Context: an optimization exercise on an open-source flow, tuned for a short achievable clock period and few clock cycles. The choices shown serve that exercise and are no tape-out recipe.
At most, simulation tests tie the RTL to the original design; equivalence was not proved.
Only the layout flow was run in run 1; the RTL was not checked for function there.
Power is estimated from default activity; no workload was simulated.

<file path="design/flow/flow/run.sh">
#!/bin/bash
# Layout flow: the standard ORFS flow (standard.sh) with two changes:
#  - synthesis without ADDER_MAP_FILE, so Yosys does not extract full/half
#    adder cells and ABC maps the adders like the rest of the logic
#    (registers, their names and cell types are those of the standard
#    synthesis);
#  - the buffers that global placement puts on every input and output port
#    are buf_4 cells instead of the flow's default choice.
set -euo pipefail
bash standard.sh ADDER_MAP_FILE= "BUFFER_PORTS_ARGS=-buffer_cell sky130_fd_sc_hd__buf_4" finish > flow_make.log 2>&1
</file>
<file path="design/flow/standard.sh">
#!/bin/bash
# synth_recipe.tcl (not shown) runs the flow's synth.tcl, then flattens the netlist and writes it again
# the make line also repeats each setting of config.mk as NAME=value (left out here)
make -C /OpenROAD-flow-scripts/flow DESIGN_CONFIG=/design/flow/config.mk WORK_HOME=/design/flow/orfs CLKGATE_MAP_FILE= SYNTH_SCRIPT=/design/flow/synth_recipe.tcl "${@:-finish}"
</file>
<file path="design/flow/config.mk">
export PLATFORM = sky130hd
export DESIGN_NAME = riscv_forwarding_pipeline
export DESIGN_NICKNAME = riscv_forwarding_pipeline
export VERILOG_FILES = /design/flow/design.v
export SDC_FILE = /design/flow/constraint.sdc
export NUM_CORES = 4
export LEC_CHECK = 0
export CAP_MARGIN = 20
export CORE_MARGIN = 2
export CORE_UTILIZATION = 40
export SETUP_SLACK_MARGIN = 4.4
export SLEW_MARGIN = 20
</file>
<file path="design/flow/constraint.sdc">
create_clock -name core_clock -period 7.0 [get_ports {clk}]
set_input_delay 1.4000 -clock core_clock [delete_from_list [all_inputs] [get_ports {clk}]]
set_output_delay 1.4000 -clock core_clock [all_outputs]
set_load 0.01 [all_outputs]
</file>
<file path="design/flow/design.v">
localparam[3:0] ALUOP_AND = 4'b0000;
localparam[3:0] ALUOP_OR = 4'b0001;
localparam[3:0] ALUOP_ADD = 4'b0010;
localparam[3:0] ALUOP_SUB = 4'b0011;
localparam[3:0] ALUOP_LT = 4'b0111;
localparam[3:0] ALUOP_XOR = 4'b1101;
`timescale 1 ns / 1 ps
module ks_add #(parameter W = 32, parameter L = 5) (a, b, cin, s);   
    input  [W-1:0] a, b;
    input          cin;
    output [W-1:0] s;
    logic [W-1:0] g [0:L];
    logic [W-1:0] p [0:L];
    logic [W-1:0] x, c;
    always_comb begin
        g[0] = a & b;
        p[0] = a | b;
        g[0][0] = (a[0] & b[0]) | ((a[0] | b[0]) & cin);
        for (int l = 0; l < L; l++) begin
            for (int i = 0; i < W; i++) begin
                if (i >= (1 << l)) begin
                    g[l+1][i] = g[l][i] | (p[l][i] & g[l][i - (1 << l)]);
                    p[l+1][i] = p[l][i] & p[l][i - (1 << l)];
                end else begin
                    g[l+1][i] = g[l][i];
                    p[l+1][i] = p[l][i];
                end
            end
        end
    end
    assign x = a ^ b;
    assign c = {g[L][W-2:0], cin};
    assign s = x ^ c;
endmodule
module alu(op1, op2, lop1, lop2, op_add, op_sub, op_and, op_or, op_xor, op_slt, sum, result);
    input  [31:0] op1, op2;          
    input  [31:0] lop1, lop2;        
    input         op_add, op_sub, op_and, op_or, op_xor, op_slt;
    output [31:0] sum;
    output [31:0] result;
    logic [31:0] diff;
    logic        lt;
    assign sum  = op1 + op2;
    assign diff = op1 - op2;
    assign lt = (op1[31] ^ op2[31]) ? op1[31] : diff[31];
    assign result = ({32{op_add}} & sum)
                  | ({32{op_sub}} & diff)
                  | ({32{op_and}} & (lop1 & lop2))
                  | ({32{op_or}}  & (lop1 | lop2))
                  | ({32{op_xor}} & (lop1 ^ lop2))
                  | ({31'b0, op_slt & lt});
endmodule
module inc_dec #(parameter W = 30, parameter L = 5) (x, inc, dec);
    input  [W-1:0] x;
    output [W-1:0] inc, dec;
    logic [W-1:0] one [0:L];         
    logic [W-1:0] zer [0:L];         
    always_comb begin
        one[0] = {x[W-2:0], 1'b1};
        zer[0] = {~x[W-2:0], 1'b1};
        for (int l = 0; l < L; l++) begin
            for (int i = 0; i < W; i++) begin
                if (i >= (1 << l)) begin
                    one[l+1][i] = one[l][i] & one[l][i - (1 << l)];
                    zer[l+1][i] = zer[l][i] & zer[l][i - (1 << l)];
                end else begin
                    one[l+1][i] = one[l][i];
                    zer[l+1][i] = zer[l][i];
                end
            end
        end
    end
    assign inc = x ^ one[L];
    assign dec = x ^ zer[L];
endmodule
`timescale 1 ns / 1 ps
module regfile(clk, regAddrA, regAddrB, regAddrWrite, regWriteData, regWrite, regReadDataA, regReadDataB);
    input clk, regWrite;
    input [4:0] regAddrA, regAddrB, regAddrWrite;
    input [31:0] regWriteData;
    output logic [31:0] regReadDataA, regReadDataB;
    logic [31:0] register[31:1];
    always_ff@(posedge clk) begin
        if (regWrite && regAddrWrite != 5'd0)
            register[regAddrWrite] <= regWriteData;
    end
    assign regReadDataA = (regAddrA == 5'd0) ? 32'h0 : register[regAddrA];
    assign regReadDataB = (regAddrB == 5'd0) ? 32'h0 : register[regAddrB];
endmodule
`timescale 1 ns / 1 ps
module riscv_forwarding_pipeline #(parameter INITIAL_PC = 32'h00400000)
(clk, rst, instruction, dReadData, PC, iMemRead, dAddress, dWriteData, MemRead, MemWrite);
    input wire logic clk, rst;
    input wire logic [31:0] instruction, dReadData;
    output logic iMemRead, MemRead, MemWrite;
    output logic [31:0] PC, dAddress, dWriteData;
    localparam [6:0] BRANCH_OPCODE = 7'b1100011;
    localparam [6:0] R_TYPE_OPCODE = 7'b0110011;
    localparam [6:0] LOAD_OPCODE   = 7'b0000011;
    localparam [6:0] IMM_OPCODE    = 7'b0010011;
    localparam [6:0] STORE_OPCODE  = 7'b0100011;
    localparam BTB_N    = 4;                  
    localparam TAG_HI   = 11;                 
    localparam TAG_LO   = 2;
    logic [31:0] pc_f;
    logic        stall, stall2;               
    logic [BTB_N-1:0] btb_v;
    logic [TAG_HI:TAG_LO] btb_tag [BTB_N];
    logic [31:0] btb_tgt  [BTB_N];
    logic [31:0] btb_word [BTB_N];
    logic [31:TAG_HI+1] btb_hi [BTB_N];      
    logic [1:0]  btb_ptr;                     
    logic        bw_en;
    logic [TAG_HI:TAG_LO] bw_tag;
    logic [31:0] bw_tgt, bw_word;
    logic [31:TAG_HI+1] bw_hi;
    logic [31:0] pc_d;
    logic        d_valid;
    logic        d_pred;                      
    logic [BTB_N-1:0] d_hitv;                 
    logic [31:0] d_pred_word;                 
    logic [31:TAG_HI+1] d_pred_hi;            
    logic [31:0] ex_a, ex_b, ex_sd;           
    logic [12:0] ex_tgt_lo;                   
    logic        ex_tgt_up, ex_tgt_dn;        
    logic [31:0] ex_pc;                       
    logic [BTB_N-1:0] ex_hitv;
    logic        ex_add, ex_sub, ex_and, ex_or, ex_xor, ex_slt;
    logic        ex_cbr, ex_fix, ex_ld, ex_st, ex_wr, ex_go;
    logic        ex_cbr_r, ex_fix_r, ex_ld_r, ex_st_r, ex_wr_r, ex_kill;
    logic        ex_hifix_r, ex_hifix;        
    logic [4:0]  ex_rd;
    logic        la0, la1, lb0, lb1, ls0, ls1;
    logic [31:0] mem_res, dq_addr, dq_wdata;
    logic        mem_ld, mem_st, mem_wr;
    logic [4:0]  mem_rd;
    logic [31:0] wb_res;
    logic        wb_ld, wb_wr;
    logic [4:0]  wb_rd;
    logic [31:0] wb_data;
    assign wb_data = wb_ld ? dReadData : wb_res;
    logic [31:0] opf_a, opf_b, opf_sd, ex_sum, ex_result;
    logic        ex_taken, ex_redirect;
    assign opf_a  = la0 ? dReadData : ex_a;
    assign opf_b  = lb0 ? dReadData : ex_b;
    assign opf_sd = ls0 ? dReadData : fe_s ? mem_res : ex_sd;
    alu my_alu(.op1(ex_a), .op2(ex_b), .lop1(opf_a), .lop2(opf_b),
               .op_add(ex_add), .op_sub(ex_sub), .op_and(ex_and),
               .op_or(ex_or), .op_xor(ex_xor), .op_slt(ex_slt),
               .sum(ex_sum), .result(ex_result));
    assign ex_cbr = ex_cbr_r && !ex_kill;
    assign ex_fix = ex_fix_r && !ex_kill;
    assign ex_hifix = ex_hifix_r && !ex_kill;
    assign ex_ld  = ex_ld_r  && !ex_kill;
    assign ex_st  = ex_st_r  && !ex_kill;
    assign ex_wr  = ex_wr_r  && !ex_kill;
    assign ex_taken    = ex_cbr && (ex_a == ex_b);
    assign ex_redirect = ex_go && (ex_taken || ex_fix || ex_hifix);
    logic [6:0]  d_op;
    logic [2:0]  d_f3;
    logic [4:0]  d_rs1, d_rs2, d_rd;
    logic        d_is_r, d_is_i, d_is_ld, d_is_st, d_is_br, d_dk, d_logic;
    logic        d_use1, d_use2, d_wr, d_alusrc, d_slow1, d_slow2;
    logic [31:0] d_iimm, d_simm, d_imm, d_tgt;
    logic [12:0] d_boff;
    logic [13:0] d_tgt_lo;
    logic [31:0] rf_a, rf_b;
    logic        d_add, d_sub, d_and, d_or, d_xor, d_slt;
    assign d_op  = instruction[6:0];
    assign d_f3  = instruction[14:12];
    assign d_rd  = instruction[11:7];
    assign d_rs1 = instruction[19:15];
    assign d_rs2 = instruction[24:20];
    assign d_is_r  = (d_op == R_TYPE_OPCODE);
    assign d_is_i  = (d_op == IMM_OPCODE);
    assign d_is_ld = (d_op == LOAD_OPCODE);
    assign d_is_st = (d_op == STORE_OPCODE);
    assign d_is_br = (d_op == BRANCH_OPCODE);
    assign d_dk    = d_is_br && (d_rs1 == d_rs2);        
    assign d_logic = (d_is_r || d_is_i) && (d_f3 == 3'b100 || d_f3 == 3'b110 || d_f3 == 3'b111);
    assign d_use1   = d_is_r || d_is_i || d_is_ld || d_is_st || (d_is_br && !d_dk);
    assign d_use2   = d_is_r || d_is_st || (d_is_br && !d_dk);
    assign d_wr     = (d_is_r || d_is_i || d_is_ld) && (d_rd != 5'd0);
    assign d_alusrc = d_is_i || d_is_ld || d_is_st;
    assign d_slow1  = d_use1 && !d_logic;
    assign d_slow2  = (d_is_r && !d_logic) || (d_is_br && !d_dk);
    assign d_iimm = {{20{instruction[31]}}, instruction[31:20]};
    assign d_simm = {{20{instruction[31]}}, instruction[31:25], instruction[11:7]};
    assign d_imm  = d_is_st ? d_simm : d_iimm;
    logic d_hi_same;
    assign d_boff = {instruction[31], instruction[7], instruction[30:25], instruction[11:8], 1'b0};
    ks_add #(14, 4) tgt_add(.a({1'b0, pc_d[12:0]}), .b({1'b0, d_boff}), .cin(1'b0), .s(d_tgt_lo));
    assign d_hi_same = (d_tgt_lo[13] == instruction[31]);
    assign d_tgt     = {pc_d[31:13], d_tgt_lo[12:0]};
    always_comb begin
        d_add = 1'b0; d_sub = 1'b0; d_and = 1'b0; d_or = 1'b0; d_xor = 1'b0; d_slt = 1'b0;
        if (d_is_r || d_is_i) begin
            case (d_f3)
                3'b111: d_and = 1'b1;
                3'b110: d_or  = 1'b1;
                3'b100: d_xor = 1'b1;
                3'b010: d_slt = 1'b1;
                3'b000: if (d_is_r && instruction[31:25] == 7'b0100000) d_sub = 1'b1; else d_add = 1'b1;
                default: d_add = 1'b1;
            endcase
        end else
            d_add = 1'b1;
    end
    regfile my_regfile(.clk(clk), .regAddrA(d_rs1), .regAddrB(d_rs2), .regAddrWrite(wb_rd),
                       .regWriteData(wb_data), .regWrite(wb_wr), .regReadDataA(rf_a), .regReadDataB(rf_b));
    logic e1a, e1b, m2a, m2b, sh_m, sh_w;
    assign e1a = ex_wr && (ex_rd == d_rs1);
    assign e1b = ex_wr && (ex_rd == d_rs2);
    assign m2a = mem_wr && !sh_m && (mem_rd == d_rs1);
    assign m2b = mem_wr && !sh_m && (mem_rd == d_rs2);
    logic        w3a, w3b, rfa, rfb;
    assign w3a = wb_wr && !sh_w && (wb_rd == d_rs1);
    assign w3b = wb_wr && !sh_w && (wb_rd == d_rs2);
    assign rfa = !(e1a || m2a || w3a);
    assign rfb = !(e1b || m2b || w3b);
    logic mem_zero, wb_zero, d_zt;
    assign mem_zero = (mem_res == 32'h0);
    assign d_zt = d_is_br && (d_rs2 == 5'd0) &&
                  ((m2a && !mem_ld && mem_zero) || (w3a && !wb_ld && wb_zero));
    logic d_adv, d_redirect, d_mismatch;
    assign d_adv      = d_valid && !stall;
    assign d_redirect = d_adv && !d_pred && (d_dk || d_zt);
    assign d_mismatch = d_pred && (instruction != d_pred_word || pc_d[31:TAG_HI+1] != d_pred_hi);
    logic haz_one, haz_two;
    assign haz_two = ex_ld && ((e1a && d_slow1) || (e1b && d_slow2));
    assign haz_one = ex_ld && ((e1a && d_use1) || (e1b && d_use2)) ||
                     mem_ld && ((m2a && d_slow1) || (m2b && d_slow2));
    logic [BTB_N-1:0] f_hitv;
    logic             btb_hit, d_redir_raw;
    logic [31:0]      btb_t, btb_w, pc_seq;
    logic [31:TAG_HI+1] btb_h;
    always_comb begin
        btb_t = 32'h0;
        btb_w = 32'h0;
        btb_h = '0;
        for (int i = 0; i < BTB_N; i++) begin
            f_hitv[i] = btb_v[i] && (btb_tag[i] == pc_f[TAG_HI:TAG_LO]);
            btb_t = btb_t | ({32{f_hitv[i]}} & btb_tgt[i]);
            btb_w = btb_w | ({32{f_hitv[i]}} & btb_word[i]);
            btb_h = btb_h | ({(31-TAG_HI){f_hitv[i]}} & btb_hi[i]);
        end
    end
    assign btb_hit = |f_hitv;
    assign d_redir_raw = d_valid && !d_pred && (d_dk || d_zt);
    logic        exr, dr;
    logic [31:0] ex_target, pc_hold_f, pc_hold_o;
    assign exr       = ex_redirect && !rst;
    assign dr        = d_redir_raw && !stall && !rst;
    logic [31:13] ex_hi_inc, ex_hi_dec;
    inc_dec #(19, 5) ex_hi_id(.x(ex_pc[31:13]), .inc(ex_hi_inc), .dec(ex_hi_dec));
    assign ex_target = ex_fix    ? ex_pc :
                       ex_tgt_up ? {ex_hi_inc, ex_tgt_lo} :
                       ex_tgt_dn ? {ex_hi_dec, ex_tgt_lo} : {ex_pc[31:13], ex_tgt_lo};
    logic [31:2] pc_f_inc;
    inc_dec #(30, 5) pc_inc(.x(pc_f[31:2]), .inc(pc_f_inc), .dec());
    assign pc_seq    = btb_hit ? btb_t : {pc_f_inc, pc_f[1:0]};
    assign pc_hold_f = rst ? INITIAL_PC : stall ? pc_f : pc_seq;
    always_ff @(posedge clk)
        pc_f <= exr ? ex_target : dr ? d_tgt : pc_hold_f;
    logic [31:0] pc_out;
    assign pc_hold_o = rst ? INITIAL_PC : (stall && !stall2) ? pc_f : pc_seq;
    always_ff @(posedge clk)
        pc_out <= exr ? ex_target : dr ? d_tgt : pc_hold_o;
    always_ff @(posedge clk) begin
        if (rst)
            bw_en <= 1'b0;
        else
            bw_en <= d_redirect && d_dk && d_hi_same;
        bw_tag  <= pc_d[TAG_HI:TAG_LO];
        bw_tgt  <= d_tgt;
        bw_word <= instruction;
        bw_hi   <= pc_d[31:TAG_HI+1];
    end
    always_ff @(posedge clk) begin
        if (rst) begin
            btb_v   <= '0;
            btb_ptr <= 2'd0;
        end else if (ex_redirect && ex_fix) begin
            btb_v   <= btb_v & ~ex_hitv;
        end else if (bw_en) begin
            btb_v[btb_ptr]    <= 1'b1;
            btb_tag[btb_ptr]  <= bw_tag;
            btb_tgt[btb_ptr]  <= bw_tgt;
            btb_word[btb_ptr] <= bw_word;
            btb_hi[btb_ptr]   <= bw_hi;
            btb_ptr           <= btb_ptr + 2'd1;
        end
    end
    always_ff @(posedge clk) begin
        if (rst) begin
            d_valid <= 1'b0;
            d_pred  <= 1'b0;
        end else if (!stall) begin
            d_valid <= !(ex_redirect || d_redirect);
            d_pred  <= btb_hit && !(ex_redirect || d_redirect);
            d_hitv  <= f_hitv;
        end
        if (!stall) begin
            pc_d        <= pc_f;
            d_pred_word <= btb_w;
            d_pred_hi   <= btb_h;
        end
    end
    always_ff @(posedge clk) begin
        if (stall) begin
            sh_m <= 1'b0;
            sh_w <= ex_wr && (ex_rd == mem_rd);
        end else begin
            sh_m <= d_adv && d_wr && ex_wr_r && (d_rd == ex_rd);
            sh_w <= (d_adv && d_wr && (d_rd == mem_rd)) || (ex_wr && (ex_rd == mem_rd));
        end
    end
    logic fetch_en;                           
    always_ff @(posedge clk) begin
        if (rst) begin
            stall    <= 1'b0;
            stall2   <= 1'b0;
            fetch_en <= 1'b1;
        end else begin
            stall    <= stall2 || (d_adv && (haz_one || haz_two));
            stall2   <= d_adv && haz_two;
            fetch_en <= !(stall2 || (d_adv && (haz_one || haz_two)));
        end
    end
    assign iMemRead = fetch_en;
    logic [31:0] hold_a, hold_b, hold_sd;         
    logic [31:0] oth_a, oth_b, oth_sd, oth_ha, oth_hb, oth_hs;
    logic        tk_a, tk_b;                          
    logic        fe_a, fe_b, fe_s;
    assign tk_a  = !stall && e1a;
    assign tk_b  = !stall && e1b && !d_alusrc;
    logic        ns, nsb, sm_a, sm_b, sm_s, sh_a, sh_b, sh_s;
    assign ns   = !stall;
    assign nsb  = !stall && !d_alusrc;
    assign sm_a = stall && !la0 && fe_a;                  
    assign sm_b = stall && !lb0 && fe_b;
    assign sm_s = stall && !ls0 && fe_s;
    assign sh_a = stall && !la0 && !fe_a;                 
    assign sh_b = stall && !lb0 && !fe_b;
    assign sh_s = stall && !ls0 && !fe_s;
    assign oth_a  = ({32{(ns && m2a) || sm_a}} & mem_res) | ({32{ns && w3a}} & wb_data) | ({32{ns && rfa}} & rf_a) |
                    ({32{stall && la0}} & dReadData) | ({32{sh_a}} & hold_a);
    assign oth_ha = ({32{(ns && m2a) || sm_a}} & mem_res) | ({32{ns && w3a}} & wb_data) | ({32{ns && rfa}} & rf_a) |
                    ({32{stall && la0}} & dReadData) | ({32{sh_a}} & ex_a);
    assign oth_b  = ({32{(nsb && m2b) || sm_b}} & mem_res) | ({32{nsb && w3b}} & wb_data) | ({32{nsb && rfb}} & rf_b) |
                    ({32{ns && d_alusrc}} & d_imm) |
                    ({32{stall && lb0}} & dReadData) | ({32{sh_b}} & hold_b);
    assign oth_hb = ({32{(nsb && m2b) || sm_b}} & mem_res) | ({32{nsb && w3b}} & wb_data) | ({32{nsb && rfb}} & rf_b) |
                    ({32{ns && d_alusrc}} & d_imm) |
                    ({32{stall && lb0}} & dReadData) | ({32{sh_b}} & ex_b);
    assign oth_sd = ({32{(ns && m2b) || sm_s}} & mem_res) | ({32{ns && w3b}} & wb_data) | ({32{ns && rfb}} & rf_b) |
                    ({32{stall && ls0}} & dReadData) | ({32{sh_s}} & hold_sd);
    assign oth_hs = ({32{(ns && m2b) || sm_s}} & mem_res) | ({32{ns && w3b}} & wb_data) | ({32{ns && rfb}} & rf_b) |
                    ({32{stall && ls0}} & dReadData) | ({32{sh_s}} & ex_sd);
    always_ff @(posedge clk) begin
        ex_a    <= tk_a ? ex_result : oth_a;
        ex_b    <= tk_b ? ex_result : oth_b;
        ex_sd   <= oth_sd;
        hold_a  <= oth_ha;
        hold_b  <= oth_hb;
        hold_sd <= oth_hs;
        fe_a    <= tk_a;
        fe_b    <= tk_b;
        fe_s    <= !stall && e1b;
    end
    always_ff @(posedge clk) begin
        if (rst) begin
            ex_cbr_r <= 1'b0; ex_fix_r <= 1'b0; ex_hifix_r <= 1'b0; ex_ld_r <= 1'b0; ex_st_r <= 1'b0; ex_wr_r <= 1'b0;
            ex_kill <= 1'b0;
            ex_go <= 1'b1;
            la0 <= 1'b0; la1 <= 1'b0; lb0 <= 1'b0; lb1 <= 1'b0; ls0 <= 1'b0; ls1 <= 1'b0;
        end else if (stall) begin
            la0 <= la1; la1 <= 1'b0;
            lb0 <= lb1; lb1 <= 1'b0;
            ls0 <= ls1; ls1 <= 1'b0;
            ex_go <= !stall2;
        end else begin
            la1 <= e1a && ex_ld;
            la0 <= m2a && mem_ld;
            lb1 <= !d_alusrc && e1b && ex_ld;
            lb0 <= !d_alusrc && m2b && mem_ld;
            ls1 <= e1b && ex_ld;
            ls0 <= m2b && mem_ld;
            ex_tgt_lo  <= d_tgt_lo[12:0];
            ex_tgt_up  <= d_tgt_lo[13] && !instruction[31];
            ex_tgt_dn  <= !d_tgt_lo[13] && instruction[31];
            ex_pc      <= pc_d;
            ex_hitv    <= d_hitv;
            ex_rd      <= d_rd;
            ex_add <= d_add; ex_sub <= d_sub; ex_and <= d_and;
            ex_or  <= d_or;  ex_xor <= d_xor; ex_slt <= d_slt;
            ex_cbr_r <= d_adv && d_is_br && !d_pred && !(d_dk || d_zt);
            ex_hifix_r <= d_redirect && !d_hi_same;
            ex_fix_r <= d_adv && d_mismatch;
            ex_ld_r  <= d_adv && d_is_ld;
            ex_st_r  <= d_adv && d_is_st;
            ex_wr_r  <= d_adv && d_wr;
            ex_kill  <= ex_redirect;
            ex_go  <= !(d_adv && (haz_one || haz_two));
        end
    end
    always_ff @(posedge clk) begin
        if (rst || stall || ex_fix) begin
            mem_ld <= 1'b0; mem_st <= 1'b0; mem_wr <= 1'b0;
        end else begin
            mem_ld <= ex_ld;
            mem_st <= ex_st;
            mem_wr <= ex_wr;
        end
        mem_res <= ex_result;
        mem_rd  <= ex_rd;
        dq_addr  <= ex_sum;
        dq_wdata <= opf_sd;
    end
    assign MemRead    = mem_ld;
    assign MemWrite   = mem_st;
    assign dAddress   = dq_addr;
    assign dWriteData = dq_wdata;
    assign PC         = pc_out;
    always_ff @(posedge clk) begin
        if (rst) begin
            wb_ld <= 1'b0; wb_wr <= 1'b0;
        end else begin
            wb_ld <= mem_ld;
            wb_wr <= mem_wr;
        end
        wb_res <= mem_res;
        wb_zero <= mem_zero;
        wb_rd  <= mem_rd;
    end
endmodule
</file>
==> results of run 1 <==
[repair_timing]
| action | CTS | global route |
|---|---|---|
| buffers inserted | 371 | 187 |
| gates cloned | 77 | 22 |
| pin swaps | 273 | 277 |
| setup endpoints to repair | 893 | 837 |
| hold buffers | 0 | 0 |
| gates resized for setup | 1310 | 455 |
[critical path: cells and delay by family]
family / cells / cell delay [ns]
AOI/OAI and AO/OA: 6 / 1.00
and+or+nand+nor: 1 / 0.19
buffers and inverters: 1 / 0.20
xor gates and xnor gates: 1 / 0.22
adders and majority gates: 2 / 0.77
[layout make-up]
type,instances,area (um^2),share of cell area
sequential,1947,54100,0.475
multi-input combinational,3535,37200,0.326
timing repair buffer,961,12300,0.108
clock buffer,256,5340,0.0469
tap,2854,3570,0.0314
clock inverter,102,1080,0.00953
inverter,62,245,0.00215
antenna,4,10.0,0.0000879
[power breakdown]
| part | switching (mW) | total (mW) | internal [mW] |
|---|---|---|---|
| Combinational | 2.88 | 5.19 | 2.31 |
| Sequential | 0.466 | 13.8 | 13.3 |
| Clock | 4.55 | 10.6 | 6.07 |
[routing by layer]
layer,global-route usage,vias to the layer above,wire length (um)
met5,0,-,80
met4,0.105,12,15400
met3,0.0536,793,33500
met2,0.432,3862,147000
met1,0.360,31711,118000
li1,-,25159,-
[cell families (layout without fill, tap and decap cells)]
logic type	Yosys count	after routing	share of synthesized area
other cells	0	4	0
simple gates	1104	1107	0.0576
fa+ha+maj	51	51	0.00594
mux	871	871	0.174
xor+xnor	301	301	0.0305
compound gates	1203	1205	0.0934
buf+inv	520	1381	0.0243
flops	1947	1947	0.614
[Yosys cell counts, types with 13 or more instances]
library cell               count
sky130_fd_sc_hd__edfxtp_1   1473
sky130_fd_sc_hd__mux4_2      510
sky130_fd_sc_hd__dfxtp_1     474
sky130_fd_sc_hd__nand2_1     388
sky130_fd_sc_hd__nor2_1      322
sky130_fd_sc_hd__a21oi_1     314
sky130_fd_sc_hd__clkbuf_1    287
sky130_fd_sc_hd__mux2i_1     242
sky130_fd_sc_hd__o21ai_0     193
sky130_fd_sc_hd__xnor2_1     185
sky130_fd_sc_hd__a22oi_1     163
sky130_fd_sc_hd__mux2_2      119
sky130_fd_sc_hd__xor2_1      112
sky130_fd_sc_hd__a21o_1      108
sky130_fd_sc_hd__buf_2        93
sky130_fd_sc_hd__a221oi_1     82
sky130_fd_sc_hd__nand3_1      65
sky130_fd_sc_hd__a211oi_1     64
sky130_fd_sc_hd__buf_1        63
sky130_fd_sc_hd__nor3_1       63
sky130_fd_sc_hd__inv_1        59
sky130_fd_sc_hd__nand2b_1     46
sky130_fd_sc_hd__a222oi_1     44
sky130_fd_sc_hd__maj3_1       44
sky130_fd_sc_hd__and3_1       42
sky130_fd_sc_hd__a31oi_1      41
sky130_fd_sc_hd__nor4_1       41
sky130_fd_sc_hd__nand4_1      40
sky130_fd_sc_hd__nor2b_1      32
sky130_fd_sc_hd__o211ai_1     28
sky130_fd_sc_hd__o221ai_1     21
sky130_fd_sc_hd__a221o_1      16
sky130_fd_sc_hd__a32oi_1      15
sky130_fd_sc_hd__o21a_1       13
[worst paths after layout]
path	start	to
min reg2reg	hold_sd[6]$_DFF_P_	ex_sd[6]$_DFF_P_
max reg2reg	mem_res[27]$_DFF_P_	pc_f[30]$_DFFE_PP_
max	instruction[10]	pc_f[12]$_DFFE_PP_
min	hold_sd[6]$_DFF_P_	ex_sd[6]$_DFF_P_
[registers in the layout, indices dropped and copies added, names as in the netlist, 40 cells and up]
| name | count |
|---|---|
| btb_tag | 40 |
| btb_tgt | 56 |
| my_regfile.register | 992 |
| btb_hi | 76 |
| btb_word | 128 |
==> summary.txt, run 1 <==
Finish:
- The finished cells cover 114000 um^2.
- The number of nets in the final layout is 6765.
- The end-of-flow core utilization is 0.524.
- The share of post-route cells with drive strength above 1 is 0.405.
- The finished layout holds 9721 standard cells, fillers aside.
- The library cell used most frequently in the layout, excluding fill and tap cells, is sky130_fd_sc_hd__edfxtp_1.
- In the layout the commonest cells are 1473 x sky130_fd_sc_hd__edfxtp_1, 510 x sky130_fd_sc_hd__mux4_2, 459 x sky130_fd_sc_hd__buf_4, 338 x sky130_fd_sc_hd__nand2_1, 312 x sky130_fd_sc_hd__dfxtp_1.
- The synthesis-to-finish area growth is 30.1%.
- The layout has 17268 filler cells.

Timing:
- In the finished design, the share of the clock period the worst path needs comes to 0.456.
- The total count of hold-check failures in the final report is 0.
- The maximum clock frequency is 313 MHz.
- The clock arrives with 0.0492 ns of skew.
- On the final layout, the worst hold slack is 0.419 ns.
- At the pin with the least slew margin, the transition time is 1.07 ns.
- The number of failing setup endpoints in the final timing report is 0.
- The max-slew violation count came to 0.
- Setup repair after global routing could not meet its margin everywhere.
- Headroom to the max-slew limit came out at 0.280.
- The shortest period the worst path allows is 3.19 ns.
- The total negative slack is 0 ns.
- The setup slack after layout is 3.81 ns.

Critical path:
- The most used cell along the critical path is sky130_fd_sc_hd__maj3_2.
- The element type at the critical path end is a register.
- The signal on the critical path passes through buf_4, nor2_4, o31ai_4, o21bai_2, a21oi_2, o22a_1, a221o_1, maj3_2, maj3_2, xnor2_4, o21ai_1.
- The path type of the worst setup path is input pin to register.
- The length in cells of the worst reg-to-reg path is 12.
- The maximum cell stage delay along the critical path is 0.41 ns.
- The worst register-to-register path has a setup slack of 3.85 ns.
- For this design, the slowest cell found on the critical path is sky130_fd_sc_hd__maj3_2.
- The startpoint type of the worst setup path is an input pin.
- For the worst setup path, the data required time is 7.61 ns.
- The endpoint arrival time on the critical path is 3.80 ns.
- Along the worst path, the maximum fanout reaches 10.

Route:
- In this run the remaining antenna-violating nets after routing total 0.
- Dividing the detail-routed wire length by the instance count gives 32.3 um.
- The detailed-route wire length is 314 mm.
- In the routed layout, each cell is associated on average with a via count of 6.33.
- For this run, design rule violations remaining after detail routing come to 0.
- Across all layers, the routed design uses 61537 vias.
- Before antenna repair, the detailed router went through 9 iterations.
- The iteration-0 DRC count of the detailed router is 8345.

GRT:
- Entering global routing, the biggest net connects 86 pins.
- The via count of the first global-routing pass is 58641.
- The total global routing overflow is 0.
- The global-route total usage across every layer is 0.269.
- The number of antenna violations at the first check in global routing is 10.
- The wire length of the first global-routing pass is 433 mm.

Placement:
- The congestion estimate from routability-driven global placement came to 0.876.
- The placed standard-cell area is 92200 um^2.
- Including well taps, the total number of placed cells is 8702.
- Detailed placement finished with a half-perimeter wire length of 167 mm.
- Prior to clock tree synthesis, the placed netlist has a worst setup slack of 1.69 ns.
- The count of input and output buffers is 164.

Clock network:
- Clock-pin slew was measured on the worst setup and hold paths at 0.07 ns.
- The clock tree synthesis step divided the H-tree into 4 levels.
- TritonCTS built the clock tree.
- For the worst-skew pair, the clock arrives at the later sink with an insertion delay of 0.88 ns.
- The tree is rooted in a sky130_fd_sc_hd__clkbuf_16.
- Counting along the longest clock path gives a buffer depth of 3.
- Clock tree synthesis found a total of 1947 sinks.
- Buffers inserted during clock tree synthesis total 192.

Synthesis:
- Among all flip-flop cells after synthesis, the most frequent one is sky130_fd_sc_hd__edfxtp_1.
- The post-synthesis cell type with the largest combined area is sky130_fd_sc_hd__edfxtp_1.
- By area the synthesized netlist is led by sky130_fd_sc_hd__edfxtp_1 51%, sky130_fd_sc_hd__mux4_2 13%, sky130_fd_sc_hd__dfxtp_1 11%, sky130_fd_sc_hd__mux2i_1 2.8%, sky130_fd_sc_hd__xnor2_1 1.9%.
- The fraction of registers with async set/reset is 0.
- Of the synthesized area, sequential elements account for 0.614.
- The synthesized design contains 1473 enable-type register cells.
- The cell area that synthesis handed to floorplanning was 87500 um^2.
- Synthesis handed over a netlist of 5997 instances.
- The count of cell types in the netlist is 96.
- After synthesis, the mean cell area works out to 14.6 um^2.
- The flip-flop and latch count after synthesis is 1947.
- During synthesis, Yosys emitted a total of 11 warnings.
- The share of Yosys cell area claimed by the top area cell type is 0.506.

Floorplan:
- From left edge to right edge, the die measures 472 um.
- During I/O placement, the number of pins put on the boundary was 165.
- The die covers 222000 um^2.
- The floorplan has 171 rows.
- The floorplan step defined a core boundary enclosing 217000 um^2.
- The overall die height is 472 um.
- The effective utilization at floorplan is 0.402.

Hold path:
- The worst hold path belongs to the class register to register.
- Along the worst hold path, the cell count comes to 1.

Power:
- The maximum ir drop on the vdd rail is 0.199 mV.
- The completed layout was analyzed and its total power is 29.6 mW.
- The power per standard cell area is 260 nW/um^2.
- In this run the static leakage power is 39.3 nW.

Outcome:
- The run finished with no timing, DRC or antenna violations.

Job:
- Across the run, the number of max-cap violations was 0.
==> inputs of run 2 (changes only) <==
--- a/design/flow/design.v
+++ b/design/flow/design.v
@@ -188,9 +188,11 @@
     assign d_simm = {{20{instruction[31]}}, instruction[31:25], instruction[11:7]};
     assign d_imm  = d_is_st ? d_simm : d_iimm;
-    logic d_hi_same;
+    logic       d_hi_same;
+    logic [10:0] d_tgt_f;
     assign d_boff = {instruction[31], instruction[7], instruction[30:25], instruction[11:8], 1'b0};
+    ks_add #(11, 4) tgt_fast(.a({1'b0, pc_d[9:0]}), .b({1'b0, d_boff[9:0]}), .cin(1'b0), .s(d_tgt_f));
     ks_add #(14, 4) tgt_add(.a({1'b0, pc_d[12:0]}), .b({1'b0, d_boff}), .cin(1'b0), .s(d_tgt_lo));
-    assign d_hi_same = (d_tgt_lo[13] == instruction[31]);
-    assign d_tgt     = {pc_d[31:13], d_tgt_lo[12:0]};
+    assign d_hi_same = (d_boff[12:10] == 3'b000 && !d_tgt_f[10]) || (d_boff[12:10] == 3'b111 && d_tgt_f[10]);
+    assign d_tgt     = {pc_d[31:10], d_tgt_f[9:0]};
     always_comb begin
         d_add = 1'b0; d_sub = 1'b0; d_and = 1'b0; d_or = 1'b0; d_xor = 1'b0; d_slt = 1'b0;
==> run 2 against run 1 <==
- synthesized cell count grew 5.3%
- non-clock buffer count shrank 27
- utilization shrank 0.47 points
- routed wire length grew 3.6%
- fmax grew 3.0%
- setup slack gained 0.094 ns
- critical endpoint is now hold_sd[12]$_DFF_P_
- largest power group unchanged
==> summary.txt, run 2 <==
Outcome:
- The flow ran to the end and the layout has no timing, DRC or antenna violations.

Synthesis:
- The cell count after synthesis is 6312.
- sky130_fd_sc_hd__edfxtp_1 takes more of the synthesized area than any other cell.
- The number of enable-type register cells in the synthesized netlist is 1461.
- The most frequent cell after synthesis is sky130_fd_sc_hd__edfxtp_1.
- The flip-flop and latch count after synthesis is 1932.
- The fraction of registers with async set/reset is 0.
- The Yosys step of the flow raised 14 warnings.
- The part of the Yosys area used for sequential elements is 0.606.
- In the synthesized netlist the dominant register cell turns out to be sky130_fd_sc_hd__edfxtp_1.
- The share of Yosys cell area claimed by the top area cell type is 0.499.
- The post-synth design cell area is 88000 um^2.
- The netlist uses 90 different library cells.
- By area the synthesized netlist is led by sky130_fd_sc_hd__edfxtp_1 50%, sky130_fd_sc_hd__mux4_2 11%, sky130_fd_sc_hd__dfxtp_1 11%, sky130_fd_sc_hd__mux2i_1 3.8%, sky130_fd_sc_hd__a21oi_1 2.0%.
- In the synthesized netlist, the cells that appear most often are 1461 x sky130_fd_sc_hd__edfxtp_1, 471 x sky130_fd_sc_hd__dfxtp_1, 439 x sky130_fd_sc_hd__nand2_1.
- A synthesized cell averages 13.9 um^2.

Clock network:
- The cts-stage hold buffer count is 0.
- The clock insertion delay at the later pin of the skew report is 0.88 ns.
- CTS saw 1932 sinks.
- The root buffer cell chosen for the clock tree is sky130_fd_sc_hd__clkbuf_16.
- No sink is reached through more buffers than the 3 on the longest clock path.
- In this run the number of H-tree levels came out at 4.
- The TritonCTS clock tree is built.
- After clock tree synthesis, the clock-pin slew on the worst setup and hold paths is 0.06 ns.
- Clock tree synthesis inserted a total of 191 buffers.

Floorplan:
- For this configuration, the core starts out at a cell density of 0.402.
- The core region area is 219000 um^2.
- The width of the chip is 473 um.
- The floorplan die area is 224000 um^2.
- The overall die height is 473 um.
- The I/O pin count is 165.
- The total number of placement rows is 172.

Route:
- The detailed-route wire length is 325 mm.
- The detail route stage leaves a number of antenna-violating nets equal to 0.
- After detailed routing, the average wire length per cell comes to 32.5 um.
- The total via count in the routed design is 63911.
- The first TritonRoute pass finished after 7 iterations.
- The total DRC errors in the routed layout is 0.
- The detailed-route vias per instance is 6.38.
- The first routing iteration left 8586 violations.

Timing:
- The max-slew violation count is 0.
- Dividing the final minimum period by the clock period gives 0.443.
- Across all setup checks in the final design, the least slack found is 3.90 ns.
- The number of failing setup endpoints in the final timing report is 0.
- The maximum clock frequency is 323 MHz.
- The worst path in the final design needs a cycle of 3.10 ns, including I/O delays and setup.
- The total count of hold-check failures in the final report was 0.
- The worst hold margin is 0.399 ns.
- The maximum clock skew at final layout is 0.0632 ns.
- In this run the tightest slew margin relative to its limit is 0.287.
- The total negative slack is 0 ns.
- Setup repair after global routing could not meet its margin everywhere.
- For the pin with the worst max-slew slack, the measured transition is 1.07 ns.

Finish:
- The register with the most flip-flops in the layout has 992 of them.
- The area of all placed cells without fillers is 114000 um^2.
- At the end of the flow, the number of nets in the layout was 7046.
- The synthesis-to-finish area growth is 29.2%.
- The largest registers in the layout are my_regfile.register x992, btb_word x128, btb_hi x76.
- In the final layout, the share of cells above drive strength 1 is 0.373.
- In the layout the commonest cells are 1461 x sky130_fd_sc_hd__edfxtp_1, 464 x sky130_fd_sc_hd__buf_4, 436 x sky130_fd_sc_hd__mux4_2, 387 x sky130_fd_sc_hd__nand2_1, 301 x sky130_fd_sc_hd__dfxtp_1.
- Ranked by flip-flop count, first place goes to my_regfile.register.
- The library cell used most frequently in the layout, excluding fill and tap cells, is sky130_fd_sc_hd__edfxtp_1.

Power:
- The power per standard cell area is 260 nW/um^2.
- Summed over all cells, the static leakage comes to 39.3 nW.
- The total power is 29.5 mW.
- IR analysis of the VDD net gives a maximum drop of 0.213 mV.

GRT:
- For this run, the total global-route usage over all layers was measured as 0.280.
- The first global-routing pass estimated 451 mm of wire.
- The largest net degree at the start of global routing is 68.
- The number of antenna violations at the first check in global routing is 13.
- For this run the aggregate overflow at the end of global routing stands at 0.
- The via count of the first global-routing pass is 60736.

Placement:
- The final RePlAce weighted congestion is 0.911.
- The worst slack after detailed placement is 1.74 ns.
- The count of input and output buffers is 164.
- The half-perimeter wire length of the detailed placement result is 178 mm.
- In this run the cell area measured after placement is 92800 um^2.

Critical path:
- The startpoint type of the worst setup path is an input pin.
- The worst reg-to-reg setup slack is 3.93 ns.
- The length in cells of the worst reg-to-reg path is 13.
- At the worst endpoint, the required time is 7.73 ns.
- The element type at the critical path end is a register.
- The peak fanout along the critical path is 8.
- The endpoint arrival time on the critical path is 3.83 ns.
- The path type of the worst setup path is input pin to register.

Hold path:
- The classification of the worst-slack hold path is register to register.
- Counting instances, the worst hold path has a depth of 0.

Job:
- The tool flagged a number of max-cap violations equal to 0.
-- run 2: changes by cell type in the layout (fill, tap and decap cells not counted), moves of 29 or more --
cell and delta:
sky130_fd_sc_hd__inv_1 +33, sky130_fd_sc_hd__mux2_4 -30, sky130_fd_sc_hd__mux2i_1 +92, sky130_fd_sc_hd__mux4_2 -74, sky130_fd_sc_hd__nand2_1 +49, sky130_fd_sc_hd__nor2_1 -84
sky130_fd_sc_hd__o21ai_0 +54, sky130_fd_sc_hd__o21ai_1 +29, sky130_fd_sc_hd__or3_1 +32
-- run 2: stage by stage --
stage,std cells,util
finish,10021,0.519
global route,10017,0.519
CTS,9822,0.502
detailed placement,9035,0.424
global placement,9035,0.424
floorplan,6312,-
-- run 2: cell families after synthesis --
group | after synthesis | synth area share
buf+inv | 566 | 0.0250
flops | 1932 | 0.606
fa+ha+maj | 50 | 0.00570
compound gates | 1458 | 0.112
simple gates | 1135 | 0.0597
xor+xnor | 311 | 0.0311
mux | 860 | 0.161
-- run 2: path summary, 6_finish.rpt --
kind                         endpoint                start
setup / recovery  hold_sd[12]$_DFF_P_      instruction[23]
hold / removal     wb_res[19]$_DFF_P_  mem_res[19]$_DFF_P_
setup reg to reg    pc_f[5]$_DFFE_PP_     ex_b[31]$_DFF_P_
hold reg to reg    wb_res[19]$_DFF_P_  mem_res[19]$_DFF_P_
-- run 2: layout make-up --
cell class	instances	area, um^2
Fill cell	17751	105000
Sequential cell	1932	53700
Multi-Input combinational cell	3818	37900
Timing Repair Buffer	934	11700
Clock buffer	248	5170
Tap cell	2871	3590
Clock inverter	110	1250
Inverter	101	410
Timing Repair inverter	2	12.5
Antenna cell	5	12.5
-- run 2: power by group --
group / leakage (nW) / total [mW] / internal [mW] / switching, mW
Sequential: 17.4 / 13.7 / 13.2 / 0.486
Clock: 3.10 / 10.6 / 5.96 / 4.64
Combinational: 18.8 / 5.19 / 2.18 / 3.01
Total: 39.3 / 29.5 / 21.4 / 8.14
-- run 2: layer usage --
metal | wire, um | vias to the layer above | GRT usage
li1 | - | 26221 | -
met1 | 125000 | 32911 | 0.379
met2 | 150000 | 3955 | 0.441
met3 | 34100 | 818 | 0.0541
met4 | 16400 | 6 | 0.117
met5 | 41 | - | 0
-- run 2: what timing repair did --
action	4_1_cts	5_1_grt
resized for setup	1278	446
endpoints found under the setup margin	1327	664
gates cloned	81	12
pin swaps	279	209
setup buffers	348	180
-- run 2: worst max-delay path, cell delays in order --
cell and delay (ns):
sky130_fd_sc_hd__buf_16 0.13, sky130_fd_sc_hd__or3_4 0.44, sky130_fd_sc_hd__or3_4 0.38, sky130_fd_sc_hd__and2_4 0.17, sky130_fd_sc_hd__and4_4 0.25, sky130_fd_sc_hd__buf_16 0.19, sky130_fd_sc_hd__a32oi_4 0.43, sky130_fd_sc_hd__buf_4 0.19
sky130_fd_sc_hd__nand2_2 0.05, sky130_fd_sc_hd__a21o_1 0.16
Testbench counts of run 2, summed over its fixed seeds: cycles 220,848.
==> inputs of run 3 (changes only) <==
--- a/design/flow/design.v
+++ b/design/flow/design.v
@@ -33,22 +33,4 @@
     assign s = x ^ c;
 endmodule
-module alu(op1, op2, lop1, lop2, op_add, op_sub, op_and, op_or, op_xor, op_slt, sum, result);
-    input  [31:0] op1, op2;          
-    input  [31:0] lop1, lop2;        
-    input         op_add, op_sub, op_and, op_or, op_xor, op_slt;
-    output [31:0] sum;
-    output [31:0] result;
-    logic [31:0] diff;
-    logic        lt;
-    assign sum  = op1 + op2;
-    assign diff = op1 - op2;
-    assign lt = (op1[31] ^ op2[31]) ? op1[31] : diff[31];
-    assign result = ({32{op_add}} & sum)
-                  | ({32{op_sub}} & diff)
-                  | ({32{op_and}} & (lop1 & lop2))
-                  | ({32{op_or}}  & (lop1 | lop2))
-                  | ({32{op_xor}} & (lop1 ^ lop2))
-                  | ({31'b0, op_slt & lt});
-endmodule
 module inc_dec #(parameter W = 30, parameter L = 5) (x, inc, dec);
     input  [W-1:0] x;
@@ -75,17 +57,4 @@
 endmodule
 `timescale 1 ns / 1 ps
-module regfile(clk, regAddrA, regAddrB, regAddrWrite, regWriteData, regWrite, regReadDataA, regReadDataB);
-    input clk, regWrite;
-    input [4:0] regAddrA, regAddrB, regAddrWrite;
-    input [31:0] regWriteData;
-    output logic [31:0] regReadDataA, regReadDataB;
-    logic [31:0] register[31:1];
-    always_ff@(posedge clk) begin
-        if (regWrite && regAddrWrite != 5'd0)
-            register[regAddrWrite] <= regWriteData;
-    end
-    assign regReadDataA = (regAddrA == 5'd0) ? 32'h0 : register[regAddrA];
-    assign regReadDataB = (regAddrB == 5'd0) ? 32'h0 : register[regAddrB];
-endmodule
 `timescale 1 ns / 1 ps
 module riscv_forwarding_pipeline #(parameter INITIAL_PC = 32'h00400000)
@@ -145,8 +114,15 @@
     assign opf_b  = lb0 ? dReadData : ex_b;
     assign opf_sd = ls0 ? dReadData : fe_s ? mem_res : ex_sd;
-    alu my_alu(.op1(ex_a), .op2(ex_b), .lop1(opf_a), .lop2(opf_b),
-               .op_add(ex_add), .op_sub(ex_sub), .op_and(ex_and),
-               .op_or(ex_or), .op_xor(ex_xor), .op_slt(ex_slt),
-               .sum(ex_sum), .result(ex_result));
+    logic [31:0] ex_diff;
+    logic        ex_lt;
+    assign ex_sum  = ex_a + ex_b;
+    assign ex_diff = ex_a - ex_b;
+    assign ex_lt   = (ex_a[31] ^ ex_b[31]) ? ex_a[31] : ex_diff[31];
+    assign ex_result = ({32{ex_add}} & ex_sum)
+                     | ({32{ex_sub}} & ex_diff)
+                     | ({32{ex_and}} & (opf_a & opf_b))
+                     | ({32{ex_or}}  & (opf_a | opf_b))
+                     | ({32{ex_xor}} & (opf_a ^ opf_b))
+                     | ({31'b0, ex_slt && ex_lt});
     assign ex_cbr = ex_cbr_r && !ex_kill;
     assign ex_fix = ex_fix_r && !ex_kill;
@@ -209,6 +185,11 @@
             d_add = 1'b1;
     end
-    regfile my_regfile(.clk(clk), .regAddrA(d_rs1), .regAddrB(d_rs2), .regAddrWrite(wb_rd),
-                       .regWriteData(wb_data), .regWrite(wb_wr), .regReadDataA(rf_a), .regReadDataB(rf_b));
+    logic [31:0] register [31:1];
+    always_ff @(posedge clk) begin
+        if (wb_wr && wb_rd != 5'd0)
+            register[wb_rd] <= wb_data;
+    end
+    assign rf_a = (d_rs1 == 5'd0) ? 32'h0 : register[d_rs1];
+    assign rf_b = (d_rs2 == 5'd0) ? 32'h0 : register[d_rs2];
     logic e1a, e1b, m2a, m2b, sh_m, sh_w;
     assign e1a = ex_wr && (ex_rd == d_rs1);
--- a/design/flow/config.mk
+++ b/design/flow/config.mk
@@ -11,2 +11,4 @@
 export SETUP_SLACK_MARGIN = 4.4
 export SLEW_MARGIN = 20
+export SYNTH_HIERARCHICAL = 1
+export SYNTH_MINIMUM_KEEP_SIZE = 0
==> run 3 against run 2 <==
- clock skew grew 0.0061 ns
- still clean on timing, DRC and antenna
- count of clock-buffer cells in the layout increased by 2
- worst hold slack improved by 0.0018 ns
- critical path depth up 4
- largest cell class unchanged
- highest routed layer unchanged
- die area up 1.9%
==> summary.txt, run 3 <==
GRT:
- The number of antenna violations at the first check in global routing is 12.
- For this run the aggregate overflow at the end of global routing stands at 0.
- The via count of the first global-routing pass is 61960.
- The first global-routing pass estimated 456 mm of wire.
- The largest net degree at the start of global routing is 70.
- In the global route stage, overall resource usage came out at 0.275.

Placement:
- Before CTS, the worst setup slack after placement is 1.67 ns.
- Once placement finished, the instance area stood at 94300 um^2.
- The half-perimeter wire length of the detailed placement result is 174 mm.
- Once placement completed, the tool counted placed cells totaling 9282.
- The final RePlAce weighted congestion is 0.902.
- During placement, the flow inserted port buffers numbering 164.

Hold path:
- The classification of the worst-slack hold path is register to register.
- The worst hold path terminates at lb0$_SDFF_PP0_.
- The number of cells traversed by the worst hold path is 2.
- The startpoint of the tightest hold check path is lb1$_SDFF_PN0_.

Route:
- After detailed routing, the number of remaining DRC violations is 0.
- The wire length per cell after detailed routing is 31.8 um.
- The count of nets left with antenna violations once routing finished came out at 0.
- The iteration-0 DRC count of the detailed router is 8879.
- The highest routing layer actually used is met5.
- The detailed-route vias per instance is 6.33.
- The detailed router placed 64961 vias in this run.
- The routed metal-1 wire length is 125 mm.
- The met3 routed wirelength is 34.3 mm.
- Before antenna repair, the detailed router went through 7 iterations.
- Summed over all nets, wire length on met2 after detailed routing comes to 152 mm.
- The detailed-route wire length is 326 mm.

Finish:
- In the final layout, the registers with the most flip-flops are register x992, btb_word x128, btb_hi x76.
- In the final layout, the share of cells above drive strength 1 is 0.372.
- The finished layout holds 10256 standard cells, fillers aside.
- The area of all placed cells without fillers is 115000 um^2.
- The library cells used most frequently in the layout, excluding fill and tap cells, are 1462 x sky130_fd_sc_hd__edfxtp_1, 430 x sky130_fd_sc_hd__buf_4, 420 x sky130_fd_sc_hd__mux4_2, 314 x sky130_fd_sc_hd__nand2_1, 308 x sky130_fd_sc_hd__mux2i_1.
- The register with the most flip-flops in the layout has 992 of them.
- Compared with the post-synthesis result, the final layout area differs by 28.2%.
- The most common library cell in the layout ignoring fill and taps is sky130_fd_sc_hd__edfxtp_1.
- Ranked by flip-flop count, first place goes to register.
- The number of nets in the final layout is 7175.

Synthesis:
- The post-synth design cell area is 89700 um^2.
- The cell count after synthesis is 6498.
- The number of synthesis warnings is 19.
- The average instance area after synthesis is 13.8 um^2.

Clock network:
- The clock insertion delay at the later pin of the skew report is 0.90 ns.
- The clock sink count is 1933.
- The number of buffers between clock root and the deepest sink is 3.
- The clock transition at the register clock pins on the worst setup and hold paths after CTS is 0.06 ns.
- TritonCTS built the clock tree.
- The H-tree was split into 4 levels.
- The TritonCTS buffer count is 194.
- The tree is rooted in a sky130_fd_sc_hd__clkbuf_16.

Critical path:
- The slowest library cell on the worst path is sky130_fd_sc_hd__a311oi_4.
- Traced cell by cell, the critical path runs through buf_16, buf_16, buf_12, buf_6, buf_6, xnor2_2, nand3_2, and4_4, nand2b_4, buf_12, a311oi_4, a221o_1, a211oi_2, a41oi_1.
- The top cell family by delay on the critical path is compound AO/OA/AOI/OAI gates.
- The critical path required time is 7.78 ns.
- In this design, the stage delay of the slowest critical-path cell is 0.45 ns.
- The element type at the critical path end is a register.
- The count of buffer and inverter cells on the critical path is 6.
- The worst register-to-register path has a setup slack of 3.93 ns.
- The startpoint identified for the worst register-to-register timing path is ex_b[21]$_DFF_P_.
- The worst setup path is launched from an input pin.
- The launching instance or port of the critical path is instruction[20].
- The worst register-to-register path ends at pc_f[22]$_DFFE_PP_.
- Of all nets on the critical path, the largest fanout is 7.
- The endpoint arrival time on the critical path is 3.88 ns.
- The length in cells of the worst reg-to-reg path is 13.
- The critical path is of the input pin to register type.

Timing:
- The worst hold margin is 0.401 ns.
- Dividing the final minimum period by the clock period gives 0.443.
- The total count of hold-check failures in the final report is 0.
- The number of failing setup endpoints in the final timing report is 0.
- The shortest period the worst path allows is 3.10 ns.
- Timing would allow up to 322 MHz.
- The max-slew violation count is 0.
- Measured against its own limit, the worst slew margin works out to 0.249.
- Clock skew on the completed layout was measured at 0.0692 ns.
- Setup repair after global routing could not meet its margin everywhere.
- The slew at the pin closest to its max-slew limit is 1.13 ns.
- The total negative slack is 0 ns.
- The setup slack after layout is 3.90 ns.

Power:
- The internal power component is 21.0 mW.
- The combinational group share of total power is 0.175.
- The proportion of power drawn by flip-flops and latches is 0.473.
- The maximum ir drop on the vdd rail is 0.196 mV.
- Dividing total power by cell area gives a power density of 253 nW/um^2.
- The switching share of power is 0.277.
- The switching power is 8.04 mW.
- Summed over all cells, the static leakage comes to 40.2 nW.
- Of the total power, the clock network draws 0.353.

Floorplan:
- For this configuration, the core starts out at a cell density of 0.403.
- From left edge to right edge, the die measures 478 um.
- The core region area is 223000 um^2.
- The die covers 228000 um^2.
- Row generation in the floorplan step produced 173 rows.
- The die is 478 um tall.
- For this design the top-level I/O count stands at 165.

Job:
- The count of maximum capacitance violations is 0.

Outcome:
- The run finished with no timing, DRC or antenna violations.
## run 3: cell type report
type,count,area (um^2)
fill,18179,108000
inverter,70,269
clock buffer,250,5220
multi-input combinational,4010,39200
timing repair buffer,900,11900
antenna,3,7.51
tap,2975,3720
sequential,1933,53700
clock inverter,115,957
## run 3: what timing repair did
item	in CTS	in global routing
pin swaps	264	248
endpoints found under the setup margin	1063	618
hold buffers	0	0
buffers inserted	332	159
gates resized for setup	1260	479
gates cloned	103	11
## run 3: worst max-delay path by stage
stage / endpoint / cells past startpoint
global placement: ex_b[0]$_DFF_P_ / 11
finish: ex_b[26]$_DFF_P_ / 14
global route: ex_b[25]$_DFF_P_ / 11
CTS: ex_b[31]$_DFF_P_ / 11
detailed placement: ex_b[0]$_DFF_P_ / 11
floorplan: btb_hi[0][0]$_DFFE_PP_ / 3
## run 3: metal layers
| layer | up-vias | global-route usage |
|---|---|---|
| met3 | 752 | 0.0521 |
| li1 | 26849 | - |
| met5 | - | 0 |
| met1 | 33398 | 0.372 |
| met2 | 3956 | 0.435 |
| met4 | 6 | 0.111 |
## run 3: stage by stage
| stage | total power [mW] | util |
|---|---|---|
| 3_5_place_dp | 17.4 | 0.424 |
| 4_1_cts | 28.6 | 0.501 |
| 5_1_grt | 29.8 | 0.517 |
| 2_1_floorplan | 16.0 | - |
| 6_report | 29.0 | 0.517 |
| 3_3_place_gp | 17.4 | 0.424 |
## run 3: power groups by stage
stage	sequential (mW)	combinational [mW]	clock, mW
final	13.7	5.07	10.2
after global routing	13.8	5.28	10.7
after CTS	13.7	4.62	10.3
after detailed placement	13.9	3.54	0
after global placement	13.9	3.49	0
after floorplan	13.7	2.33	0
## run 3: worst min-delay path, stage by stage, from the launching register on
cell and delay (ns):
sky130_fd_sc_hd__dfxtp_1 0.30, sky130_fd_sc_hd__nand2_1 0.06, sky130_fd_sc_hd__nand2_1 0.04
Testbench counts of run 3, summed over its fixed seeds: cycles 220,848.
==> inputs of run 4 (changes only) <==
--- a/design/flow/design.v
+++ b/design/flow/design.v
@@ -243,11 +243,11 @@
     inc_dec #(30, 5) pc_inc(.x(pc_f[31:2]), .inc(pc_f_inc), .dec());
     assign pc_seq    = btb_hit ? btb_t : {pc_f_inc, pc_f[1:0]};
-    assign pc_hold_f = rst ? INITIAL_PC : stall ? pc_f : pc_seq;
-    always_ff @(posedge clk)
-        pc_f <= exr ? ex_target : dr ? d_tgt : pc_hold_f;
     logic [31:0] pc_out;
-    assign pc_hold_o = rst ? INITIAL_PC : (stall && !stall2) ? pc_f : pc_seq;
-    always_ff @(posedge clk)
+    assign pc_hold_f = rst ? INITIAL_PC : stall ? pc_out : pc_seq;
+    assign pc_hold_o = rst ? INITIAL_PC : stall ? pc_f : pc_seq;
+    always_ff @(posedge clk) begin
+        pc_f   <= exr ? ex_target : dr ? d_tgt : pc_hold_f;
         pc_out <= exr ? ex_target : dr ? d_tgt : pc_hold_o;
+    end
     always_ff @(posedge clk) begin
         if (rst)
==> run 4 against run 3 <==
- routed wire length up 1.3%
- sequential share of layout area rose by 0.51 points
- via count down 0.76%
- cell area down 1.7%
- non-clock buffer count down 47
- global-route usage is 0.73 points higher
- count of clock-buffer cells in the layout up 12
- area after synthesis shrank 1.6%
- largest cell class unchanged
- combinational power hardly changed
- still clean on timing, DRC and antenna
- worst hold slack got worse by 0.0087 ns
- critical path depth decreased by 4
==> summary.txt, run 4 <==
Finish:
- The register name with the most flops is register.
- In the final layout, the registers with the most flip-flops are register x992, btb_word x128, btb_hi x76.
- The library cell used most frequently in the layout, excluding fill and tap cells, is sky130_fd_sc_hd__edfxtp_1.
- The area growth from synthesis to layout is 28.2%.
- The number of nets in the final layout is 6939.
- The library cells used most frequently in the layout, excluding fill and tap cells, are 1430 x sky130_fd_sc_hd__edfxtp_1, 428 x sky130_fd_sc_hd__mux4_2, 414 x sky130_fd_sc_hd__buf_4, 339 x sky130_fd_sc_hd__dfxtp_1, 300 x sky130_fd_sc_hd__a21oi_1.
- The register with the most flip-flops in the layout has 992 of them.
- Counting the fill cells in the layout gives 17719.
- The share of post-route cells with drive strength above 1 is 0.364.
- The finished layout holds 9919 standard cells, fillers aside.

Placement:
- After detailed placement, the design holds a cell count of 8991.
- The half-perimeter wire length of the detailed placement result is 171 mm.
- The congestion estimate from routability-driven global placement came to 0.890.
- During placement, the flow inserted port buffers numbering 164.

Timing:
- The headroom to the max-slew limit is 0.195.
- The number of failing setup endpoints in the final timing report is 0.
- The maximum clock skew at final layout is 0.0594 ns.
- The max-slew violation count is 0.
- The total count of hold-check failures in the final report came to 0.
- The final cycle utilization of the critical path is 0.453.
- Summed over all failing endpoints, the final setup total negative slack is 0 ns.
- Setup repair after global routing could not meet its margin everywhere.
- For this run, the top clock speed supported by timing is 316 MHz.
- For the finished layout, the period the worst path requires is 3.17 ns.
- At the pin with the least slew margin, the transition time is 1.19 ns.

Outcome:
- The run finished with no timing, DRC or antenna violations.

Clock network:
- The clock transition at the register clock pins on the worst setup and hold paths after CTS is 0.06 ns.
- The clock drives 1933 sinks.
- The H-tree generated during clock tree synthesis spans 4 levels.
- The TritonCTS clock tree is built.
- The clock insertion delay at the later pin of the skew report is 0.86 ns.
- The clock tree root driver cell is sky130_fd_sc_hd__clkbuf_16.
- The number of buffers between clock root and the deepest sink is 3.
- The cts-stage hold buffer count is 0.
- Clock tree synthesis inserted a total of 192 buffers.

Critical path:
- The peak fanout along the critical path is 3.
- The worst setup path is captured at a register.
- The endpoint arrival time on the critical path is 3.96 ns.
- Across all register-to-register paths, the minimum setup slack is 3.83 ns.
- At the worst endpoint, the required time is 7.79 ns.
- The critical path is of the register to register type.
- STA classifies the critical path startpoint as a register.

Route:
- After detailed routing, the number of vias per cell comes to 6.50.
- For this run, design rule violations remaining after detail routing come to 0.
- The routed layout has 64469 vias.
- The iteration-0 DRC count of the detailed router is 9665.
- The residual antenna-violating net count after detailed routing is 0.
- After detailed routing, the average wire length per cell comes to 33.3 um.
- For this block, the routed nets add up to 330 mm of wire.
- The number of detailed-routing iterations run before antenna repair is 6.

Job:
- The count of maximum capacitance violations is 0.

Floorplan:
- The initialized floorplan defines 172 standard-cell rows.
- The core region area is 220000 um^2.
- The width of the chip is 474 um.
- The effective utilization at floorplan is 0.402.
- Pin placement for this block handled 165 I/O pins.
- The overall die height is 474 um.
- The floorplan step defined a die boundary enclosing 224000 um^2.

Power:
- VDD sags by at most 0.254 mV.
- The power per standard cell area is 256 nW/um^2.
- The analysis attributes to cell leakage a power of 38.9 nW.

Hold path:
- The worst hold path belongs to the class register to register.

Synthesis:
- Summing every instance area after synthesis gives 88200 um^2.
- Counting every instance in the synthesized netlist gives 6310.
- For this run, the number of Yosys warnings is 19.
- Each instance of the synthesized netlist takes up on average 14.0 um^2.

GRT:
- The via count of the first global-routing pass came to 60451.
- Across every metal layer, demand over resource in global routing totals 0.282.
- The total global routing overflow is 0.
- The wire length of the first global-routing pass is 454 mm.
- The number of antenna violations at the first check in global routing is 14.
- The largest net degree at the start of global routing is 80.
run 4: report_power, final:
group | leakage [nW] | total [mW] | switching [mW] | internal [mW]
sequential | 17.3 | 13.7 | 0.467 | 13.2
clock | 3.02 | 10.3 | 4.66 | 5.60
combinational | 18.5 | 5.06 | 2.92 | 2.14
run 4: routing by layer:
metal | track usage | share of wire | vias up
met5 | 0 | 0.00014 | -
met4 | 0.127 | 0.053 | 8
met3 | 0.0598 | 0.11 | 923
met2 | 0.448 | 0.46 | 4499
met1 | 0.372 | 0.37 | 32952
li1 | - | - | 26087
run 4: worst paths after layout:
check,from,endpoint,cells after the start
worst max register to register,ex_b[4]$_DFF_P_,ex_b[31]$_DFF_P_,10
worst max-delay path,ex_b[4]$_DFF_P_,ex_b[31]$_DFF_P_,10
worst min-delay path,d_hitv[1]$_DFFE_PP_,ex_hitv[1]$_DFFE_PP_,0
worst min register to register,d_hitv[1]$_DFFE_PP_,ex_hitv[1]$_DFFE_PP_,0
run 4: area by class of cell:
cell class,count,area [um^2],area share
antenna,8,20.0,0.000177
clock buffer,262,5250,0.0464
clock inverter,99,943,0.00834
inverter,83,328,0.00290
multi-input combinational,3810,38200,0.338
sequential,1933,53400,0.472
tap,2871,3590,0.0318
timing repair buffer,853,11400,0.101
run 4: per-stage QoR:
step	utilization	hold WS (ns)	setup slack [ns]	instance area [um^2]	total power [mW]
2_1_floorplan	-	0.329	3.17	88900	15.9
3_3_place_gp	0.422	0.402	1.45	92700	17.2
3_5_place_dp	0.422	0.406	1.44	92700	17.2
4_1_cts	0.498	0.385	3.87	109000	28.5
5_1_grt	0.515	0.410	3.82	113000	29.7
6_report	0.515	0.392	3.83	113000	29.0
run 4: timing repair:
| action | CTS | global route |
|---|---|---|
| cloned | 111 | 13 |
| pin swaps | 229 | 202 |
| buffers inserted | 299 | 136 |
| endpoints found under the setup margin | 1255 | 626 |
| resized for setup | 1215 | 543 |
run 4: critical path: stages, from the launching register on:
cell and delay [ns]:
sky130_fd_sc_hd__dfxtp_4 0.36, sky130_fd_sc_hd__a222oi_1 0.32, sky130_fd_sc_hd__o21ai_1 0.18, sky130_fd_sc_hd__and3_4 0.22
sky130_fd_sc_hd__o211a_4 0.25, sky130_fd_sc_hd__or2_4 0.24, sky130_fd_sc_hd__maj3_2 0.38, sky130_fd_sc_hd__a31o_4 0.25
sky130_fd_sc_hd__maj3_2 0.36, sky130_fd_sc_hd__mux2_4 0.36, sky130_fd_sc_hd__a31oi_1 0.19
Testbench counts of run 4, summed over its fixed seeds: cycles 220,848.

what the ideal ports hide:
How much do the figures lean on ideal ports? The routed layouts below were timed once more, with nothing changed but the port constraints.
Step 1: set_driving_cell puts a clkbuf_16 on clk and a buf_2 on each other input, an assumption about the parent block.
Step 2 moves the port delays by t, midway between the first and last clock arrival at a register: inputs arrive t later, outputs are due t later. That takes back most of the time a late clock gives input paths.
Three values: ideal ports, drivers, drivers and shift; two values: the first two.
run	shift t [ns]	setup WS [ns]	worst setup path after step 2	worst register clock-pin slew, ns	cell pins on the clock port's net
run 1	0.935	3.808 / 3.405 / 2.470	input to register	0.07 / 0.07	1
run 2	0.952	3.902 / 3.499 / 2.547	input to register	0.07 / 0.07	1
run 3	0.952	3.899 / 3.612 / 2.660	input to register	0.07 / 0.07	1
run 4	0.924	3.832 / 3.381 / 2.457	input to register	0.07 / 0.07	1
After both steps setup and hold are still met in every run listed. The setup slack of run 4, which loses most, moves by -0.451 ns with the drivers and by -1.375 ns with both steps.
